This design comes from an exercise in tuning for small area, a short achievable clock period and few clock cycles per item on the open sky130 flow, not from production work. Function was checked by simulation only, so behaviour that the tests miss may differ from the original. No activity file was given, so power comes from the tool's default toggle rates.

==> flow/design.v <==
`timescale 1ns / 1ps
module ksadd #(parameter W = 32, parameter L = 5) (   
	input [W-1:0] a,
	input [W-1:0] b,
	input ci,
	output [W-1:0] s,
	output co
	);
wire [W-1:0] p0 = a ^ b;
wire [W-1:0] g [0:L];
wire [W-1:0] p [0:L];
assign g[0] = (a & b) | {{(W-1){1'b0}}, p0[0] & ci};
assign p[0] = p0;
genvar l, i;
generate
	for (l = 0; l < L; l = l + 1) begin : lvl
		for (i = 0; i < W; i = i + 1) begin : bit_
			if (i >= (1 << l)) begin : m
				assign g[l+1][i] = g[l][i] | (p[l][i] & g[l][i-(1<<l)]);
				assign p[l+1][i] = p[l][i] & p[l][i-(1<<l)];
			end else begin : c
				assign g[l+1][i] = g[l][i];
				assign p[l+1][i] = p[l][i];
			end
		end
	end
endgenerate
wire [W:0] c = {g[L], ci};
assign s = p0 ^ c[W-1:0];
assign co = c[W];
endmodule
`timescale 1ns / 1ps
module alu(
	input [31:0] a,
	input [31:0] bx,
	input sub,
	input sel_add,
	input sel_logic,
	input sel_shift,
	input sel_slt,
	input [1:0] lop,
	input sltu,
	input sleft,
	input sarith,
	input sfull,
	output [31:0] y
	);
wire [31:0] sum;
wire cout;
ksadd #(32) add (.a(a), .b(bx), .ci(sub), .s(sum), .co(cout));
wire [32:0] s33 = {cout, sum};
wire b31 = bx[31] ^ sub;
wire lt = sltu ? ~s33[32] : ((a[31] ^ b31) ? a[31] : s33[31]);
reg [31:0] lg;
always @* begin
	case (lop)
		2'b00: lg = a & bx;
		2'b01: lg = a | bx;
		2'b10: lg = a ^ bx;
		default: lg = ~(a | bx);
	endcase
end
wire fill = sarith & a[31];
wire big = sfull & (|bx[31:5]);
reg [31:0] xin, xrev;
integer k;
always @* begin
	for (k = 0; k < 32; k = k + 1)
		xin[k] = sleft ? a[31-k] : a[k];
end
wire [63:0] xs = {{32{fill}}, xin} >> bx[4:0];
always @* begin
	for (k = 0; k < 32; k = k + 1)
		xrev[k] = xs[31-k];
end
wire shr = sel_shift & ~sleft & ~big;
wire shl = sel_shift & sleft & ~big;
wire shf = sel_shift & big & fill;
assign y = ({32{sel_add}} & sum)
         | ({32{sel_logic}} & lg)
         | ({32{shr}} & xs[31:0])
         | ({32{shl}} & xrev)
         | {32{shf}}
         | {31'b0, sel_slt & lt};
endmodule
`timescale 1ns / 1ps
module MIPS_DLX(
	input clock,
	input reset,
	output [9:0] imem_addr,
	input [31:0] imem_data,
	output [9:0] dmem_addr,
	output [31:0] dmem_wdata,
	output dmem_we,
	input [31:0] dmem_rdata
	);
reg [9:0]  pc;
reg        d_v;             
reg        d_useimm;        
reg        d_sub;           
reg        d_immhi;         
reg        d_dec;           
reg [9:0]  d_pc;            
reg [31:0] d_ir;
reg [31:1] d_sa;            
reg [31:1] d_sb;            
reg        d_lbyp;          
reg        d_bpa, d_bpb;    
reg        d_wen;           
reg [4:0]  d_wa;
reg        d_pt;            
reg [9:0]  d_alt;           
reg        e_wen;
reg [4:0]  e_wa;
reg        e_load, e_store, e_br, e_bne, e_pt;
reg        e_addi;          
reg [9:0]  e_alt;
reg [9:0]  e_addr;          
reg [31:0] e_a;             
reg [31:0] e_b;             
reg        e_sub, e_sadd, e_slog, e_ssh, e_sslt, e_sltu, e_sleft, e_sarith, e_sfull;
reg [1:0]  e_lop;
wire [31:0] alu_y;
alu ALU (
	.a(e_a), .bx(e_b),
	.sub(e_sub), .sel_add(e_sadd), .sel_logic(e_slog), .sel_shift(e_ssh), .sel_slt(e_sslt),
	.lop(e_lop), .sltu(e_sltu), .sleft(e_sleft), .sarith(e_sarith), .sfull(e_sfull),
	.y(alu_y)
	);
assign dmem_addr  = e_addr;
assign dmem_wdata = e_b;
assign dmem_we    = e_store;
wire [31:0] e_res = alu_y | (dmem_rdata & {32{e_load}});
wire e_taken = e_bne ^ (e_a == e_b);
wire mispredict = e_br & (e_taken ^ e_pt);
wire [31:0] o_x = e_a ^ e_b;
wire [31:0] o_c = {e_a[30:1] | e_b[30:1], e_a[0] & e_b[0], 1'b1};
wire e_one = e_addi & (o_x == o_c);
reg [31:1] one_r;
genvar go_;
generate
	for (go_ = 1; go_ < 32; go_ = go_ + 1) begin : one_w
		always @(posedge clock)
			if (e_wen && e_wa == go_)
				one_r[go_] <= e_one;
	end
endgenerate
wire [5:0] op = d_ir[31:26];
wire [5:0] fn = d_ir[5:0];
wire d_rtype = ~op[5] & ~op[3] & ~op[2] & ~op[1];
wire d_br    = ~op[5] & ~op[3] &  op[2];
wire d_immal = ~op[5] &  op[3];
wire d_load  =  op[5] & ~op[3];
wire d_store =  op[5] &  op[3];
reg [31:0] rf [1:31];
genvar g;
generate
	for (g = 1; g < 32; g = g + 1) begin : wr
		always @(posedge clock)
			if (e_wen && e_wa == g)
				rf[g] <= e_res;
	end
endgenerate
reg [31:0] rf_a0, rf_b;
integer i;
always @* begin
	rf_a0 = 32'b0;
	rf_b = 32'b0;
	for (i = 1; i < 32; i = i + 1) begin
		rf_a0 = rf_a0 | ({32{d_sa[i]}} & rf[i]);
		rf_b = rf_b | ({32{d_sb[i]}} & rf[i]);
	end
end
wire [31:0] rf_a = rf_a0 | ({32{d_lbyp}} & dmem_rdata);
wire byp_a = d_bpa & e_wen;
wire byp_b = d_bpb & e_wen;
wire stall = d_v & op[5] & byp_a & ~e_load;
wire go = d_v & ~stall & ~mispredict;
wire [31:0] d_a = ({32{byp_a}} & e_res) | ({32{~byp_a}} & rf_a);
wire [31:0] d_imm = {{16{d_immhi}}, d_ir[15:0]};
wire bpb_n = byp_b & ~d_useimm & ~d_sub;
wire bpb_i = byp_b & ~d_useimm & d_sub;
wire [31:0] d_b0 = ((d_useimm ? d_imm : rf_b) ^ {32{d_sub}}) & {32{~(byp_b & ~d_useimm)}};
wire [31:0] d_b = ({32{bpb_n}} & e_res) | ({32{bpb_i}} & ~e_res) | d_b0;
wire d_addi = d_immal & ~op[2] & ~op[1];
wire d_fuse_ok = d_v & d_dec & ~byp_a;
wire d_addi_zero = |(d_sa & one_r);
wire [9:0] d_addr;
ksadd #(10, 4) add_ad (.a(rf_a[9:0]), .b(d_ir[9:0]), .ci(1'b0), .s(d_addr), .co());
always @(posedge clock) begin
	if (reset) begin
		e_wen   <= 1'b0;
		e_load  <= 1'b0;
		e_store <= 1'b0;
		e_br    <= 1'b0;
	end else begin
		e_wen   <= go & d_wen;
		e_load  <= go & d_load;
		e_store <= go & d_store;
		e_br    <= go & d_br;
	end
end
always @(posedge clock) begin
	e_wa     <= d_wa;
	e_bne    <= op[0];
	e_addi   <= d_addi;
	e_pt     <= d_pt;
	e_alt    <= d_alt;
	e_addr   <= d_addr;
	e_a      <= d_a;
	e_b      <= d_b;
	e_sub    <= d_sub;
	e_sadd   <= d_rtype ? (fn[5] & ~fn[3] & ~fn[2]) : (d_immal & ~op[2] & ~op[1]);
	e_slog   <= d_rtype ? (fn[5] & ~fn[3] & fn[2]) : (d_immal & op[2]);
	e_ssh    <= d_rtype & ~fn[5];
	e_sslt   <= d_rtype ? (fn[5] & fn[3]) : (d_immal & ~op[2] & op[1]);
	e_lop    <= d_rtype ? fn[1:0] : op[1:0];
	e_sltu   <= d_rtype & fn[0];
	e_sleft  <= ~fn[1];
	e_sarith <= fn[0];
	e_sfull  <= ~fn[2];
end
assign imem_addr = pc;
wire [31:0] ins = imem_data;
wire [5:0] f_op = ins[31:26];
wire [4:0] f_rs = ins[25:21];
wire [4:0] f_rt = ins[20:16];
wire [4:0] f_rd = ins[15:11];
wire f_rtype = ~f_op[5] & ~f_op[3] & ~f_op[2] & ~f_op[1];
wire f_j     = ~f_op[5] & ~f_op[3] & ~f_op[2] &  f_op[1];
wire f_br    = ~f_op[5] & ~f_op[3] &  f_op[2];
wire f_writes = f_rtype | (~f_op[5] & f_op[3]) | (f_op[5] & ~f_op[3]);
wire [4:0] f_wa = f_rtype ? f_rd : f_rt;
wire f_wen = f_writes & (f_wa != 5'd0);
wire [5:0] f_fn = ins[5:0];
wire f_immal = ~f_op[5] & f_op[3];
wire f_useimm = f_immal | (f_op[5] & ~f_op[3]);
wire f_immhi = ~(f_immal & f_op[2]) & ins[15];
wire f_sub = f_rtype ? (f_fn[5] & f_fn[1] & (f_fn[3] | ~f_fn[2])) : (f_immal & ~f_op[2] & f_op[1]);
wire [9:0] pc_inc = pc + 10'd1;
wire [9:0] pc_br;
ksadd #(10, 4) add_br (.a(pc), .b(ins[9:0]), .ci(1'b0), .s(pc_br), .co());
wire f_fuse = f_br & (f_rt == 5'd0) & (f_rs == d_wa) & d_fuse_ok;
wire f_pt_static = ins[9] | (f_op[0] ^ (f_rs == f_rt));
wire f_pt = f_fuse ? (f_op[0] ^ d_addi_zero) : f_pt_static;
wire f_lbyp = d_v & d_load & d_wen & (d_wa == f_rs);
reg [31:1] f_sa, f_sb;
integer k;
always @* begin
	for (k = 1; k < 32; k = k + 1)
		f_sa[k] = (f_rs == k);
	for (k = 1; k < 32; k = k + 1)
		f_sb[k] = (f_rt == k);
end
reg [9:0] pc_next;
always @* begin
	if (mispredict)            pc_next = e_alt;
	else if (stall)            pc_next = d_pc;
	else if (f_j)              pc_next = ins[9:0];
	else if (f_br & f_pt)      pc_next = pc_br;
	else                       pc_next = pc_inc;
end
always @(posedge clock) begin
	if (reset) begin
		pc  <= 10'd0;
		d_v <= 1'b0;
	end else begin
		pc <= pc_next;
		d_v <= ~(mispredict | stall);
	end
end
always @(posedge clock) begin
	begin
		d_pc  <= pc;
		d_ir  <= ins;
		d_useimm <= f_useimm;
		d_sub <= f_sub;
		d_immhi <= f_immhi;
		d_dec <= f_immal & ~f_op[2] & ~f_op[1] & (ins[15:0] == 16'hffff) & f_wen;
		d_sa  <= f_sa & ~{31{f_lbyp}};
		d_sb  <= f_sb;
		d_lbyp <= f_lbyp;
		d_bpa <= d_v & d_wen & (d_wa == f_rs);
		d_bpb <= d_v & d_wen & (d_wa == f_rt);
		d_wen <= f_wen;
		d_wa  <= f_wa;
		d_pt  <= f_pt;
		d_alt <= f_pt ? pc_inc : pc_br;
	end
end
endmodule
Settings: LEC_CHECK=0, CAP_MARGIN=20, CORE_MARGIN=2, CORE_UTILIZATION=40, CTS_CLUSTER_DIAMETER=100, CTS_CLUSTER_SIZE=20, SETUP_SLACK_MARGIN=5, SLEW_MARGIN=20; clock period 9.0 ns.
standard.sh (not shown) runs the stock make flow with config.mk's settings and CLKGATE_MAP_FILE= SYNTH_SCRIPT=/design/flow/synth_recipe.tcl, a recipe that flattens the netlist after the stock synthesis.
==> flow/flow/run.sh <==
#!/bin/bash
set -euo pipefail
cd "$(dirname "$0")/.."
bash standard.sh SYNTH_WRAPPED_OPERATORS=1 OPENROAD_HIERARCHICAL=1 SETUP_SLACK_MARGIN=5.4 finish > orfs_make.log 2>&1
Testbench counts at the start, summed over its fixed seeds: cycles 127,628, instrs 122,234.
Change:
--- a/flow/design.v
+++ b/flow/design.v
@@ -97,8 +97,4 @@
 reg [9:0]  pc;
 reg        d_v;             
-reg        d_useimm;        
-reg        d_sub;           
-reg        d_immhi;         
-reg        d_dec;           
 reg [9:0]  d_pc;            
 reg [31:0] d_ir;
@@ -178,5 +174,8 @@
 wire go = d_v & ~stall & ~mispredict;
 wire [31:0] d_a = ({32{byp_a}} & e_res) | ({32{~byp_a}} & rf_a);
-wire [31:0] d_imm = {{16{d_immhi}}, d_ir[15:0]};
+wire d_useimm = d_immal | d_load;
+wire d_sext = ~(d_immal & op[2]);
+wire d_sub = d_rtype ? (fn[5] & fn[1] & (fn[3] | ~fn[2])) : (d_immal & ~op[2] & op[1]);
+wire [31:0] d_imm = {{16{d_sext & d_ir[15]}}, d_ir[15:0]};
 wire bpb_n = byp_b & ~d_useimm & ~d_sub;
 wire bpb_i = byp_b & ~d_useimm & d_sub;
@@ -184,5 +183,5 @@
 wire [31:0] d_b = ({32{bpb_n}} & e_res) | ({32{bpb_i}} & ~e_res) | d_b0;
 wire d_addi = d_immal & ~op[2] & ~op[1];
-wire d_fuse_ok = d_v & d_dec & ~byp_a;
+wire d_fuse_ok = d_v & d_addi & (d_ir[15:0] == 16'hffff) & d_wen & ~byp_a;
 wire d_addi_zero = |(d_sa & one_r);
 wire [9:0] d_addr;
@@ -233,9 +232,4 @@
 wire [4:0] f_wa = f_rtype ? f_rd : f_rt;
 wire f_wen = f_writes & (f_wa != 5'd0);
-wire [5:0] f_fn = ins[5:0];
-wire f_immal = ~f_op[5] & f_op[3];
-wire f_useimm = f_immal | (f_op[5] & ~f_op[3]);
-wire f_immhi = ~(f_immal & f_op[2]) & ins[15];
-wire f_sub = f_rtype ? (f_fn[5] & f_fn[1] & (f_fn[3] | ~f_fn[2])) : (f_immal & ~f_op[2] & f_op[1]);
 wire [9:0] pc_inc = pc + 10'd1;
 wire [9:0] pc_br;
@@ -274,8 +268,4 @@
 		d_pc  <= pc;
 		d_ir  <= ins;
-		d_useimm <= f_useimm;
-		d_sub <= f_sub;
-		d_immhi <= f_immhi;
-		d_dec <= f_immal & ~f_op[2] & ~f_op[1] & (ins[15:0] == 16'hffff) & f_wen;
 		d_sa  <= f_sa & ~{31{f_lbyp}};
 		d_sb  <= f_sb;
Outcome:
- core utilization rose by 0.15 points
- sequential power hardly moves
- hold slack gets better by 0.0071 ns
- sequential share of layout area fell by 0.37 points
- synthesized area rose slightly
Testbench counts after the change, summed over its fixed seeds: cycles 127,628, instrs 122,234.

==> separate check: timing with driven ports <==
In the flow no input, the clock included, has a driving cell. The finished layouts below were timed again as built, in two steps. Step 1, drivers: a clkbuf_16 drives clock and a buf_2 each remaining input, both assumed. Step 2 also shifts input and output timing later by t, the mid clock arrival at the registers, as if the neighbouring blocks saw the same clock. a / b / c = ideal ports / drivers / drivers and shift; a / b = the first two.
run | t, ns | setup WS [ns] | worst register clock-pin slew, ns | worst slew at a driven data input, ns
the first run | 0.804 | 5.211 / 5.256 / 4.463 | 0.09 / 0.09 | 0.06
the second run | 0.804 | 5.312 / 5.305 / 4.590 | 0.09 / 0.09 | 0.06
After both steps setup and hold are still met in every run listed. For the first run, which loses most, drivers alone change the setup slack by +0.045 ns; drivers and shift together by -0.748 ns.
